Context: an optimization exercise on an open-source flow, tuned for small area. The choices shown serve that exercise and are no tape-out recipe.
Where RTL was checked, it was by simulation tests only, not by an equivalence proof against the original.
No driver is modelled on the clock port, so clock power and skew are understated where the tree is cut down; a real chip needs a root buffer or a tree.
Power figures rest on the tool's default switching activity, not on a simulated workload.

Setup of run K:
Design project1, start of the top module:
module project1(
    input clk,
    input rst,
    input [3:0] sedbec_in,
    input [4:0] noise1,
    input start,
    input [15:0] freq,
    output reg [3:0] data_o,
    output reg error1bit,
    output error2bit,
    output errorparity,
    output reg done
);
For scale: about 380 cells after synthesis, ~36 I/O pins.
==> module project1, before the edit <==
module project1(
    input clk,
    input rst,
    input [3:0] sedbec_in,
    input [4:0] noise1,
    input start,
    input [15:0] freq,
    output reg [3:0] data_o,
    output reg error1bit,
    output error2bit,
    output errorparity,
    output reg done
);
    reg [7:0] lo, hi;
    reg cy;
    wire [8:0] cl, chh;
    wire [7:0] sl, sh;
    assign cl[0] = 1'b0;
    assign chh[0] = cy;
    genvar i;
    generate
        for (i = 0; i < 8; i = i + 1) begin : add
            assign sl[i] = lo[i] ^ freq[i] ^ cl[i];
            assign cl[i+1] = (lo[i] & freq[i]) | (cl[i] & (lo[i] ^ freq[i]));
            assign sh[i] = hi[i] ^ freq[8+i] ^ chh[i];
            assign chh[i+1] = (hi[i] & freq[8+i]) | (chh[i] & (hi[i] ^ freq[8+i]));
        end
    endgenerate
    always @(posedge clk or posedge rst)
        if (rst) begin
            lo <= 8'd0;
            hi <= 8'd0;
            cy <= 1'b0;
        end else begin
            lo <= sl;
            hi <= sh;
            cy <= cl[8];
        end
    wire [3:0] top = hi[7:4] + {3'd0, cy & (&hi[3:0])};
    reg above;
    always @(posedge clk)
        above <= ~top[3] & (|top[2:0]);
    wire p1 = sedbec_in[0]^sedbec_in[1]^sedbec_in[3];
    wire p2 = sedbec_in[0]^sedbec_in[2]^sedbec_in[3];
    wire p4 = sedbec_in[1]^sedbec_in[2]^sedbec_in[3];
    wire [6:0] code = {sedbec_in[3:1], p4, sedbec_in[0], p2, p1};
    wire par = ^code;
    reg [6:0] nz;
    always @(*) begin
        case (noise1[2:0])
            3'd1: nz = {noise1[3], 6'b000001};
            3'd2: nz = {noise1[3], 6'b000010};
            3'd3: nz = {noise1[3], 6'b000100};
            3'd4: nz = {noise1[3], 6'b001000};
            3'd5: nz = {noise1[3], 6'b010000};
            3'd6: nz = {noise1[3], 6'b100000};
            3'd7: nz = {6'b100000, noise1[3]};
            default: nz = {noise1[3], 6'b000000};
        endcase
    end
    wire [7:0] tx = {par, code} ^ {noise1[4], nz};
    reg run;
    reg [7:0] t;
    always @(posedge clk or posedge rst)
        if (rst) begin
            run <= 1'b0;
            done <= 1'b0;
        end else if (run) begin
            if (t == 8'd3) begin
                run <= 1'b0;
                done <= 1'b1;
            end
        end else if (done) begin
            if (!start) done <= 1'b0;
        end else if (start) begin
            run <= 1'b1;
        end
    always @(posedge clk)
        t <= run ? t + 8'd1 : 8'd126;
    wire clr = ~t[7] & t[6];
    wire cnt = t[7] & above;
    reg [5:0] nc [0:7];
    wire [7:0] rx;
    genvar k;
    generate
        for (k = 0; k < 8; k = k + 1) begin : ch
            wire [5:0] c = ~nc[k];
            wire sat = c[5] & c[0];
            always @(posedge clk)
                if (clr)
                    nc[k] <= 6'h3f;
                else if (cnt & tx[k] & ~sat)
                    nc[k] <= nc[k] - 6'd1;
            assign rx[k] = sat;
        end
    endgenerate
    wire x56 = rx[5] ^ rx[6];
    wire s1 = rx[0] ^ rx[2] ^ rx[4] ^ rx[6];
    wire s2 = rx[1] ^ rx[2] ^ x56;
    wire s4 = rx[3] ^ rx[4] ^ x56;
    wire opar = s1 ^ rx[1] ^ rx[3] ^ rx[5] ^ rx[7];
    wire e1 = s1 | s2 | s4;
    wire [3:0] dcor = {rx[6] ^ (s4 & s2 & s1), rx[5] ^ (s4 & s2 & ~s1),
                       rx[4] ^ (s4 & ~s2 & s1), rx[2] ^ (~s4 & s2 & s1)};
    reg opar_q;
    always @(posedge clk or posedge rst)
        if (rst) begin
            data_o <= 4'd0;
            error1bit <= 1'b0;
            opar_q <= 1'b0;
        end else if (run && t == 8'd1) begin
            data_o <= dcor;
            error1bit <= e1;
            opar_q <= opar;
        end
    assign error2bit = error1bit & ~opar_q;
    assign errorparity = ~error1bit & opar_q;
endmodule
==> flow/config.mk <==
export PLATFORM = sky130hd
export DESIGN_NAME = project1
export DESIGN_NICKNAME = project1
export VERILOG_FILES = /design/flow/design.v
export SDC_FILE = /design/flow/constraint.sdc
export NUM_CORES = 4
export LEC_CHECK = 0
export CAP_MARGIN = 20
export CORE_MARGIN = 2
export CORE_UTILIZATION = 65
export SLEW_MARGIN = 20
==> flow/constraint.sdc <==
create_clock -name core_clock -period 5.0 [get_ports {clk}]
set_input_delay 1.0000 -clock core_clock [delete_from_list [all_inputs] [get_ports {clk}]]
set_output_delay 1.0000 -clock core_clock [all_outputs]
set_load 0.01 [all_outputs]
standard.sh (not shown) runs the stock make flow with config.mk's settings and CLKGATE_MAP_FILE= SYNTH_SCRIPT=/design/flow/synth_recipe.tcl, a recipe that flattens the netlist after the stock synthesis.
==> flow/flow/run.sh <==
#!/bin/bash
# Layout flow:
# 1. the standard synthesis;
# 2. its combinational logic re-mapped by ABC for area, in rounds (each
#    keeps the smallest result of a few ABC scripts). Registers, full adders and the
#    registers' names stay as the standard synthesis made them; full adders
#    whose three inputs are all inverted are flipped first (fa_pol.py);
# 3. the standard layout with buf_1 port buffers and, after CTS, a
#    smaller clock tree (cts_post.tcl: one inverter driving two to five
#    inverters, each driving an equal share of the flip-flops).
# Each step's output goes to its own log file here.
set -euo pipefail
W=$(pwd)
R=$W/orfs/results/$FLOW_PLATFORM/project1/base
LIB=$(ls $FLOW_HOME/platforms/$FLOW_PLATFORM/lib/sky130_fd_sc_hd__tt_025C_1v80.lib)
YOSYS=$(command -v yosys || echo $FLOW_HOME/../tools/install/yosys/bin/yosys)

# 1. standard synthesis
bash standard.sh synth > 1_standard_synth.log 2>&1
cp $R/1_2_yosys.v $W/1_standard.v

# 2. re-map the combinational logic for area
python3 $W/flow/fa_pol.py $W/1_standard.v $W/1_fapol.v > 2_fapol.log 2>&1
# Rounds of re-mapping: each round runs a few ABC scripts on the current
# netlist and keeps the smallest result; rounds stop when one gains less
# than 1 um2 (at most 6 rounds).
cp $W/1_fapol.v $W/1_reopt.v
cur_area=1e9
for round in 1 2 3 4 5 6; do
  best=""; best_area=""
  for S in $W/flow/area*.abc; do
    n=r${round}_$(basename $S .abc)
    cat > $W/reopt_$n.ys <<EOT
read_liberty -ignore_miss_func -overwrite $LIB
read_verilog $W/1_reopt.v
hierarchy -top $FLOW_TOP
setattr -mod -set keep_hierarchy 1 sky130_fd_sc_hd__df* sky130_fd_sc_hd__fa_1 sky130_fd_sc_hd__conb_1
flatten
opt_clean
abc -liberty $LIB -dont_use sky130_fd_sc_hd__lpflow_* -dont_use sky130_fd_sc_hd__probe* -script $S
opt_clean -purge
tee -o $W/2_reopt_$n.stat stat -liberty $LIB
delete sky130_fd_sc_hd__*
write_verilog -noattr -noexpr $W/1_reopt_$n.v
EOT
    $YOSYS -s $W/reopt_$n.ys > 2_reopt_$n.log 2>&1
    a=$(grep "Chip area for top module" $W/2_reopt_$n.stat | awk '{print $NF}')
    echo "$n $a" >> 2_reopt_areas.log
    if [[ -z "$best" ]] || python3 -c "import sys; sys.exit(0 if $a < $best_area else 1)"; then
      best=$n; best_area=$a
    fi
  done
  if python3 -c "import sys; sys.exit(0 if $best_area < $cur_area - 1 else 1)"; then
    echo "round $round: kept $best $best_area" >> 2_reopt_areas.log
    cp $W/1_reopt_$best.v $W/1_reopt.v
    cur_area=$best_area
  else
    echo "round $round: no gain, stop" >> 2_reopt_areas.log
    break
  fi
done
cp $W/1_reopt.v $R/1_2_yosys.v
rm -f $R/1_synth.odb $R/1_synth.sdc
bash standard.sh synth > 3_synth_odb.log 2>&1

# 3. layout
export POST_CTS_TCL=$W/flow/cts_post.tcl
export CLKTREE_SLEW_PS=115
export CLKTREE_CONFIGS="sky130_fd_sc_hd__inv_4:sky130_fd_sc_hd__inv_12:2 sky130_fd_sc_hd__inv_4:sky130_fd_sc_hd__inv_16:2 sky130_fd_sc_hd__inv_4:sky130_fd_sc_hd__inv_12:3 sky130_fd_sc_hd__inv_6:sky130_fd_sc_hd__inv_16:3 sky130_fd_sc_hd__inv_8:sky130_fd_sc_hd__inv_16:4 sky130_fd_sc_hd__inv_8:sky130_fd_sc_hd__inv_16:5"
export CTS_ARGS="-sink_clustering_enable -repair_clock_nets -dont_use_dummy_load -sink_clustering_size 40 -sink_clustering_max_diameter 200 -buf_list {sky130_fd_sc_hd__clkbuf_4 sky130_fd_sc_hd__clkbuf_8}"
bash standard.sh "BUFFER_PORTS_ARGS=-buffer_cell sky130_fd_sc_hd__buf_1" finish > 4_layout.log 2>&1
Other scripts of this flow, unchanged in this note and not shown: flow/flow/area1.abc, flow/flow/area2.abc, flow/flow/area3.abc, flow/flow/area4.abc, flow/flow/cts_post.tcl, flow/flow/fa_pol.py
## Diff of input files: run M against run K
-- flow/design.v --
<<< run K, line 96
        end
    endgenerate
    wire x56 = rx[5] ^ rx[6];
    wire s1 = rx[0] ^ rx[2] ^ rx[4] ^ rx[6];
    wire s2 = rx[1] ^ rx[2] ^ x56;
    wire s4 = rx[3] ^ rx[4] ^ x56;
    wire opar = s1 ^ rx[1] ^ rx[3] ^ rx[5] ^ rx[7];
    wire e1 = s1 | s2 | s4;
    wire [3:0] dcor = {rx[6] ^ (s4 & s2 & s1), rx[5] ^ (s4 & s2 & ~s1),
                       rx[4] ^ (s4 & ~s2 & s1), rx[2] ^ (~s4 & s2 & s1)};
    reg opar_q;
    always @(posedge clk or posedge rst)
>>> run M, line 96
        end
    endgenerate
    wire s1 = rx[0]^rx[2]^rx[4]^rx[6];
    wire s2 = rx[1]^rx[2]^rx[5]^rx[6];
    wire s4 = rx[3]^rx[4]^rx[5]^rx[6];
    wire [2:0] syn = {s4, s2, s1};
    wire [6:0] fix = (syn == 3'd0) ? 7'd0 : (7'd1 << (syn - 3'd1));
    wire [6:0] cor = rx[6:0] ^ fix;
    wire opar = ^rx;
    wire e1 = (syn != 3'd0);
    reg opar_q;
    always @(posedge clk or posedge rst)
<<< run K, line 111
            opar_q <= 1'b0;
        end else if (run && t == 8'd1) begin
            data_o <= dcor;
            error1bit <= e1;
            opar_q <= opar;
>>> run M, line 111
            opar_q <= 1'b0;
        end else if (run && t == 8'd1) begin
            data_o <= {cor[6:4], cor[2]};
            error1bit <= e1;
            opar_q <= opar;
- There was hardly any difference in area added between synthesis and finish between run M and run K.
- Compared run K against run M; synthesized area within noise.
- Changes observed in run M relative to run K: initial core utilization was more or less identical, power went up 0.72%, final area now sits at about the same level, detailed-routed wire length on met3 saw an increase, wire length of the first global-routing pass rose by 3.6%.
- Placed cell count (run M vs. run K) decreases slightly
- Delta(proportion of power drawn by combinational gates, run M - run K) > 0
Only the layout flow was run in run K; the RTL was not checked for function there.

what the ideal ports hide:
Ports are ideal in the flow. The routed layouts listed here were re-timed in OpenROAD. Step 1 (the two cells are an assumption about what drives the block):
set clk [get_ports {clk}]
set_driving_cell -lib_cell sky130_fd_sc_hd__clkbuf_16 $clk
set_driving_cell -lib_cell sky130_fd_sc_hd__buf_2 [delete_from_list [all_inputs] $clk]
Step 2 moves the port delays by t, midway between the first and last clock arrival at a register: inputs arrive t later, outputs are due t later. That takes back most of the time a late clock gives input paths. a / b / c = ideal ports / drivers / drivers and shift; a / b = the first two.
run	shift t [ns]	setup slack, ns	latest minus earliest clock arrival (ns)
run K	0.247	0.851 / 0.866 / 0.619	0.010 / 0.010
run M	0.241	0.873 / 0.886 / 0.645	0.007 / 0.007
After both steps setup and hold are still met in every run listed. For run K, which loses most, drivers alone change the setup slack by +0.015 ns; drivers and shift together by -0.232 ns.
